Background: an optimization exercise with open tools, aiming at small area, a short achievable clock period and few clock cycles per item. Do not read the settings as production practice. The RTL was checked by simulation tests, not by an equivalence proof against the original design.

==> run a <==
## precalc
module precalc(
  input clk,
  input rst,
  input [121:0] vertices_data,
  input vertices_empty,
  output vertices_pull,
  output reg [216:0] triangle_data,
  input triangle_full,
  output reg triangle_push
);
==> flow/config.mk <==
export PLATFORM = sky130hd
export DESIGN_NAME = precalc
export DESIGN_NICKNAME = precalc
export VERILOG_FILES = /design/flow/design.v
export SDC_FILE = /design/flow/constraint.sdc
export NUM_CORES = 4
export LEC_CHECK = 0
export ABC_AREA = 1
export CAP_MARGIN = 20
export CORE_MARGIN = 2
export CORE_UTILIZATION = 40
export SETUP_SLACK_MARGIN = 2.7
export SLEW_MARGIN = 20
==> flow/constraint.sdc <==
create_clock -name core_clock -period 5.5 [get_ports {clk}]
set_input_delay 1.1000 -clock core_clock [delete_from_list [all_inputs] [get_ports {clk}]]
set_output_delay 1.1000 -clock core_clock [all_outputs]
set_load 0.01 [all_outputs]
run.sh (not shown) runs the stock make flow with config.mk's settings and CLKGATE_MAP_FILE= SYNTH_SCRIPT=/design/flow/synth_recipe.tcl, a recipe that flattens the netlist after the stock synthesis.
==> run b: changes against run a <==
--- a/flow/config.mk
+++ b/flow/config.mk
@@ -10,3 +10,3 @@
 export CORE_MARGIN = 2
-export CORE_UTILIZATION = 40
+export CORE_UTILIZATION = 50
 export SETUP_SLACK_MARGIN = 2.7
==> reports/summary.json <==
{
  "outcome": "timing/DRC/antenna clean",
  "worst_slew_margin_rel_pct": 25.1,
  "fin_cells": 25800,
  "critical_path.max_stage_delay_ps": 600,
  "multi_input_area_sq_um": 83500,
  "routed_wire_length_per_instance_um": 17.4,
  "final_core_utilization_pct": 59.0,
  "placement.setup.worst_slack_ps": 849
}
The numbers above come from run b.

==> reports/summary.json <==
{
  "placement.setup.worst_slack_ps": 704,
  "clock_buffers": 627,
  "routed_wire_length_per_instance_um": 16.9,
  "critical_path.max_stage_delay_ps": 420,
  "multi_input_area_sq_um": 83800,
  "final_core_utilization_pct": 47.5,
  "cts_tree": "done",
  "fin_cells": 27000,
  "outcome": "timing/DRC/antenna clean"
}
The numbers above come from run a.

Testbench counts of run a, summed over its fixed seeds: cycles 656, items 512.
Testbench counts of run b, summed over its fixed seeds: cycles 656, items 512.

---

==> v3: inputs <==
precalc, a different RTL version from the one above (not shown whole).
==> flow/design.v (excerpt) <==
module precalc(
  input clk,
  input rst,
  input [121:0] vertices_data,
  input vertices_empty,
  output vertices_pull,
  output reg [216:0] triangle_data,
  input triangle_full,
  output reg triangle_push
);
==> flow/config.mk <==
export PLATFORM = sky130hd
export DESIGN_NAME = precalc
export DESIGN_NICKNAME = precalc
export VERILOG_FILES = /design/flow/design.v
export SDC_FILE = /design/flow/constraint.sdc
export NUM_CORES = 4
export LEC_CHECK = 0
export ABC_AREA = 1
export CAP_MARGIN = 20
export CORE_MARGIN = 2
export CORE_UTILIZATION = 60
export SETUP_SLACK_MARGIN = 2.6
export SLEW_MARGIN = 20
==> flow/constraint.sdc <==
create_clock -name core_clock -period 5.5 [get_ports {clk}]
set_input_delay 1.1000 -clock core_clock [delete_from_list [all_inputs] [get_ports {clk}]]
set_output_delay 1.1000 -clock core_clock [all_outputs]
set_load 0.01 [all_outputs]
==> v18 (differences from v3) <==
CORE_UTILIZATION = 40   (was 60)
==> impl_metrics.tcl <==
set metrics [dict create \
    num-clock-buffers 498 \
    required_ns 6.38 \
    wirelength_microns 539000 \
    fill_cells 25000 \
    status "finished clean" \
    maxClockFrequency_mhz 322 \
    critPathMostFrequentCell "buf_4" \
    place_ws_ns 0.788 \
    crit_chain "buf_12, buf_16, nand2_4, inv_2, fa_2, inv_2, buf_4, buf_4, buf_4, buf_4, buf_4, buf_4, buf_6, xor2_4, xor2_2, xor2_1, inv_1" \
]
the above is filed under v3

==> impl_metrics.tcl <==
set metrics [dict create \
    grt_pass1_vias 141000 \
    io_buffer_count 344 \
    status "finished clean" \
    yosysWarnings 1 \
    required_ns 6.35 \
    fill_cells 45700 \
    place_ws_ns 0.807 \
    synth-simple-area-share_pct 16.0 \
    design_area_sq_um 223000 \
    critPathMostFrequentCell "nand2_2" \
    wirelength_microns 542000 \
    num-clock-buffers 549 \
    rr_endpoint "Q_s3[4]$_SDFF_PP1_" \
    top_signal_layer_used "met5" \
]
the above is filed under v18

Testbench counts of v3, summed over its fixed seeds: cycles 656, items 512.
Testbench counts of v18, summed over its fixed seeds: cycles 656, items 512.

---

==> willow <==
precalc, a different RTL version from the one above (not shown whole).
clock: 5.5 ns
lec_check: 0
abc_area: 1
cap_margin: 20
core_margin: 2
core_utilization: 40
setup_slack_margin: 2.7
slew_margin: 20
==> inputs of garnet, as changes to willow <==
--- a/flow/config.mk
+++ b/flow/config.mk
@@ -9,5 +9,5 @@
 export CAP_MARGIN = 20
 export CORE_MARGIN = 2
-export CORE_UTILIZATION = 40
+export CORE_UTILIZATION = 50
 export SETUP_SLACK_MARGIN = 2.7
 export SLEW_MARGIN = 20
==> comparison <==
- garnet produced a clean layout. willow passed the timing, DRC and antenna checks.
- Clock skew is about the same in garnet and willow.
- Of willow and garnet, willow has the higher fmax (gap about 3%, measured against garnet).
- In sequential cell count, garnet and willow do not differ.
- Against garnet, the via count of willow is larger by 0.36%.
Testbench counts of willow, summed over its fixed seeds: cycles 656, items 512.
Testbench counts of garnet, summed over its fixed seeds: cycles 656, items 512.

---

==> exp/onyx: inputs <==
Starting RTL as in the previous note.
export LEC_CHECK = 0
export ABC_AREA = 1
export CAP_MARGIN = 20
export CORE_MARGIN = 2
export CORE_UTILIZATION = 40
export SETUP_SLACK_MARGIN = 2.85
export SLEW_MARGIN = 20
create_clock -name core_clock -period 5.5 [get_ports {clk}]
==> inputs of exp/lagoon, as changes to exp/onyx <==
Settings changed: CORE_UTILIZATION 40 to 50.
==> run summary <==
quantity	exp/lagoon	exp/onyx
Clock network area share	7.53%	7.62%
Seq area share	42.9%	42.6%
Tightest hold margin	254 ps	268 ps
Met2 Track Usage GR	39.3%	33.3%
Crit-path max FO	2	3
Fmax	356 MHz	360 MHz
Wire length on met1	200 mm	201 mm
Worst path max stage delay	560 ps	570 ps
Total number of cells along the worst setup path	13	14
Iteration-0 DRC Markers	7117	7041
Vias per cell	4.94	4.72
Via count of the first global-routing pass	124000	126000
Critical path data required time	6390 ps	6450 ps
Status	timing/DRC/antenna clean	timing/DRC/antenna clean
Clock insertion delay at the later pin of the skew report	980 ps	1060 ps
Clock skew	90.2 ps	88.3 ps
Total Routed Length	453 mm	467 mm
Testbench counts of exp/onyx, summed over its fixed seeds: cycles 656, items 512.
Testbench counts of exp/lagoon, summed over its fixed seeds: cycles 656, items 512.

[static timing again, ports no longer ideal]
The flow's constraints put no driver on any port. The routed layouts listed below were extracted and timed again, unchanged, in two steps. Step 1 sets driving cells, clkbuf_16 on the clock port and buf_2 on the other inputs (assumed; they add their load-dependent delay and slew). Step 2 adds t to the input delays and takes it off the output delays; t is the mean of the earliest and latest rising clock arrival at the registers after step 1. Input paths then give back, and output paths get back, about the clock's delay inside the block. Three values: ideal, step 1, step 2; two values: the first two.
run | t, ns | setup slack, ns | clock arrival spread, ns | worst register clock-pin slew, ns | pins driven straight from the clock port
run a | 1.137 | 2.643 / 2.643 / 1.721 | 0.117 / 0.117 | 0.07 / 0.07 | 1
run b | 1.083 | 2.711 / 2.673 / 1.720 | 0.161 / 0.162 | 0.07 / 0.07 | 1
v3 | 1.049 | 2.399 / 2.399 / 1.663 | 0.098 / 0.098 | 0.08 / 0.08 | 1
v18 | 1.121 | 2.450 / 2.450 / 1.584 | 0.170 / 0.170 | 0.07 / 0.07 | 1
willow | 1.131 | 2.690 / 2.690 / 1.679 | 0.118 / 0.118 | 0.07 / 0.07 | 1
garnet | 1.067 | 2.600 / 2.600 / 1.832 | 0.122 / 0.123 | 0.07 / 0.07 | 1
exp/onyx | 1.131 | 2.720 / 2.720 / 1.820 | 0.096 / 0.095 | 0.07 / 0.07 | 1
exp/lagoon | 1.062 | 2.690 / 2.690 / 1.885 | 0.140 / 0.141 | 0.07 / 0.07 | 1
After both steps setup and hold are still met in every run listed. For willow, which loses most, drivers alone change the setup slack by 0.000 ns; drivers and shift together by -1.011 ns.
